Background: an optimization exercise with open tools, aiming at small area. Do not read the settings as production practice. In this exercise RTL edits were held to simulation tests only and were not proved equivalent to the original. The clock input has no modelled driver; a real chip could not lean on it and would need a root buffer or a full tree. Power is estimated from default activity; no workload was simulated.

Setup of the baseline:
Design adc_verilog, start of the top module:
module adc_verilog(CLK_IN, RST, SPI_MISO, AD_CONV, SPI_SCK, SPI_SS_B, AMP_CS,
	SF_CE0, FPGA_INIT_B, DAC_CS, SPI_MOSI, AMP_SHDN, DATA);
export LEC_CHECK = 0
export CAP_MARGIN = 20
export CORE_MARGIN = 2
export CORE_UTILIZATION = 80
export SLEW_MARGIN = 20
export SYNTH_HIERARCHICAL = 1
create_clock -name core_clock -period 10.0 [get_ports {CLK_IN}]
standard.sh (not shown) runs the stock make flow with config.mk's settings and CLKGATE_MAP_FILE= SYNTH_SCRIPT=/design/flow/synth_recipe.tcl, a recipe that flattens the netlist after the stock synthesis.
==> flow/flow/run.sh <==
#!/bin/bash
# Standard ORFS layout (the standard.sh) with:
#  - the smallest buffer on every port,
#  - combinational cells downsized after floorplan (the design has slack to spare),
#  - a small clock tree without dummy loads,
#  - tie cells left as synthesis made them.
# ORFS writes each step's full log under orfs/logs; make's output goes to flow.log.
set -euo pipefail
HERE=$(pwd)
export BUFFER_PORTS_ARGS="-buffer_cell sky130_fd_sc_hd__buf_1"
export POST_FLOORPLAN_TCL="$HERE/flow/downsize.tcl"
export CTS_ARGS="-sink_clustering_enable -repair_clock_nets -dont_use_dummy_load -buf_list sky130_fd_sc_hd__clkbuf_4 -root_buf sky130_fd_sc_hd__clkbuf_4 -sink_clustering_size 40 -sink_clustering_max_diameter 200"
export SKIP_REPAIR_TIE_FANOUT=1
bash standard.sh > "$HERE/flow.log" 2>&1
==> flow/flow/downsize.tcl <==
# Give every combinational cell the smallest drive strength of its function.
# Flip-flops, tie cells, tap cells and buffers are left as they are.
set db [ord::get_db]
set n 0
foreach inst [[ord::get_db_block] getInsts] {
  set master [$inst getMaster]
  set name [$master getName]
  if {![regexp {^(sky130_fd_sc_hd__[a-z0-9]+)_([0-9]+)$} $name -> base sz]} { continue }
  if {[regexp {__(df|edf|sdf|dl|conb|tap|fill|decap|buf|clkbuf|clkdly|dlygate|dlymetal)} $name]} { continue }
  set best $name
  set bestw [$master getWidth]
  foreach s {0 1 2 4 6 8 12 16} {
    set cm [$db findMaster ${base}_$s]
    if {$cm eq "NULL"} { continue }
    if {[$cm getWidth] < $bestw} {
      set best ${base}_$s
      set bestw [$cm getWidth]
    }
  }
  if {$best ne $name} {
    replace_cell [$inst getName] $best
    incr n
  }
}
puts "downsize.tcl: resized $n cells"
### the baseline -> the candidate
Settings: swapping 80 for 60 in CORE_UTILIZATION.
Results
Clock network power share ended up 0.5 points lower on the candidate than on the baseline. Compared with the baseline, the candidate shows a higher final clock period utilization by the worst path. The standard cells in the candidate occupy more silicon area than those in the baseline do. Summary: with the baseline as the reference, final cell count in the candidate moved up by a few percent. Relative to the baseline, the overall die width measured on the candidate has increased by more than 10%. Between the baseline and the candidate, the flow reports routed wire length decreasing by more than 10%. The fraction of area in multi-input gates was comparable across the candidate and the baseline. The candidate ended with less via count than the baseline. Die: the candidate bigger than the baseline. Changes observed in the candidate relative to the baseline: smallest hold slack shows a reduction of 0.032 ns, worst clock skew on the final layout shows an increase of 0.0065 ns.


## v24
Another version of the RTL of adc_verilog (not shown whole).
Size in the first run: ~130 cells after synthesis, ~38 flip-flops, about 1400 sq um of cells after synthesis.
clock: 10.0 ns
lec_check: 0
cap_margin: 20
core_area: 2 2 59 59
die_area: 0 0 61 61
gpl_timing_driven: 0
slew_margin: 20
synth_hierarchical: 1
==> flow/flow/run.sh <==
#!/bin/bash
# Standard ORFS layout (the standard.sh) with:
#  - the smallest buffer on every port,
#  - synthesis buffers removed, combinational cells downsized and tie cells
#    merged after floorplan
#    (flow/downsize.tcl; the design has slack to spare),
#  - CTS's tree replaced by one level of clock buffers (flow/clock.tcl),
#  - tie cells left as synthesis made them.
# ORFS writes each step's full log under orfs/logs; make's output goes to flow.log.
set -euo pipefail
HERE=$(pwd)
export BUFFER_PORTS_ARGS="-buffer_cell sky130_fd_sc_hd__buf_1"
export POST_FLOORPLAN_TCL="$HERE/flow/downsize.tcl"
export POST_CTS_TCL="$HERE/flow/clock.tcl"
export CTS_ARGS="-sink_clustering_enable -repair_clock_nets -dont_use_dummy_load -buf_list sky130_fd_sc_hd__clkbuf_4 -root_buf sky130_fd_sc_hd__clkbuf_4 -sink_clustering_size 40 -sink_clustering_max_diameter 200"
export SKIP_REPAIR_TIE_FANOUT=1
bash standard.sh > "$HERE/flow.log" 2>&1
==> flow/flow/downsize.tcl <==
# Remove the buffers synthesis inserted (global placement does this only when
# it is timing driven), then give every combinational cell the smallest drive strength of its function.
# Flip-flops, tie cells, tap cells and buffers are left as they are.
remove_buffers
set db [ord::get_db]
set n 0
foreach inst [[ord::get_db_block] getInsts] {
  set master [$inst getMaster]
  set name [$master getName]
  if {![regexp {^(sky130_fd_sc_hd__[a-z0-9]+)_([0-9]+)$} $name -> base sz]} { continue }
  if {[regexp {__(df|edf|sdf|dl|conb|tap|fill|decap|buf|clkbuf|clkdly|dlygate|dlymetal)} $name]} { continue }
  set best $name
  set bestw [$master getWidth]
  foreach s {0 1 2 4 6 8 12 16} {
    set cm [$db findMaster ${base}_$s]
    if {$cm eq "NULL"} { continue }
    if {[$cm getWidth] < $bestw} {
      set best ${base}_$s
      set bestw [$cm getWidth]
    }
  }
  if {$best ne $name} {
    replace_cell [$inst getName] $best
    incr n
  }
}
puts "downsize.tcl: resized $n cells"

# One tie cell has both a high and a low output: let a single conb_1 drive
# every constant net.
set ties {}
foreach inst [[ord::get_db_block] getInsts] {
  if {[[$inst getMaster] getName] eq "sky130_fd_sc_hd__conb_1"} { lappend ties $inst }
}
if {[llength $ties] > 1} {
  set keep [lindex $ties 0]
  foreach inst [lrange $ties 1 end] {
    foreach pin {HI LO} {
      set net [[$inst findITerm $pin] getNet]
      if {$net eq "NULL"} { continue }
      set kt [$keep findITerm $pin]
      if {[$kt getNet] ne "NULL"} {
        # keep's pin is already used: move this net's loads onto keep's net
        set knet [$kt getNet]
        foreach it [$net getITerms] { if {[$it getInst] ne $inst} { $it disconnect; $it connect $knet } }
        foreach bt [$net getBTerms] { $bt disconnect; $bt connect $knet }
        [$inst findITerm $pin] disconnect
        odb::dbNet_destroy $net
      } else {
        [$inst findITerm $pin] disconnect
        $kt connect $net
      }
    }
    odb::dbInst_destroy $inst
  }
  puts "downsize.tcl: merged [llength $ties] tie cells into one"
}
Other scripts of this flow, unchanged in this note and not shown: flow/flow/clock.tcl
v24: all stages complete, timing, DRC and antenna checks passed
Setup changes, v24 to v36
-- flow/flow/downsize.tcl --
<<< v24, line 10
  if {![regexp {^(sky130_fd_sc_hd__[a-z0-9]+)_([0-9]+)$} $name -> base sz]} { continue }
  if {[regexp {__(df|edf|sdf|dl|conb|tap|fill|decap|buf|clkbuf|clkdly|dlygate|dlymetal)} $name]} { continue }
  set best $name
  set bestw [$master getWidth]
>>> v36, line 10
  if {![regexp {^(sky130_fd_sc_hd__[a-z0-9]+)_([0-9]+)$} $name -> base sz]} { continue }
  if {[regexp {__(df|edf|sdf|dl|conb|tap|fill|decap|buf|clkbuf|clkdly|dlygate|dlymetal)} $name]} { continue }
  # drivers of wide nets keep the drive strength synthesis gave them
  set fanout 0
  foreach it [$inst getITerms] {
    if {[$it isOutputSignal] && [$it getNet] ne "NULL"} {
      set fanout [expr {max($fanout, [llength [[$it getNet] getITerms]] - 1)}]
    }
  }
  if {$fanout >= 10} { continue }
  set best $name
  set bestw [$master getWidth]
==> run summary <==
- v36 ran to completion and came out clean on the timing, DRC and antenna checks.
- Compared to v24, v36 has area occupied by multi-input gates about 1.1% higher.
- The worst setup slack number comes out lower for v36 vs v24.
- Routed wire length delta for v36 relative to v24: about 2.4% lower
- On v36: met1 global-route usage is 1.2 points higher than what v24 gave.
- Number of fillers in the final layout went up slightly going from v24 to v36.
- Compared v36 against v24; net switching power figure within noise.
- v36 vs v24: total number of nets in the final design down slightly
No run of this note takes its clock network from TritonCTS; it comes from the design's own scripts or RTL.

static timing again, ports no longer ideal:
No port has a modelled driver above. Below, the same layouts with a new extraction and two added sets of constraints. Step 1: set_driving_cell puts a clkbuf_16 on CLK_IN and a buf_2 on each other input, an assumption about the parent block. Step 2 adds t to the input delays and takes it off the output delays; t is the mean of the earliest and latest rising clock arrival at the registers after step 1. Input paths then give back, and output paths get back, about the clock's delay inside the block. a / b / c = ideal / step 1 / step 2; a / b = the first two.
run	shift t [ns]	slack for setup (ns)	worst hold slack (ns)
the baseline	0.350	6.627 / 6.607 / 6.638	0.457 / 0.457 / 0.457
the candidate	0.343	6.612 / 6.590 / 6.637	0.425 / 0.425 / 0.425
v24	0.194	6.220 / 6.186 / 6.380	0.446 / 0.446 / 0.446
v36	0.192	6.194 / 6.162 / 6.354	0.450 / 0.450 / 0.450
After both steps every run listed still meets setup and hold.
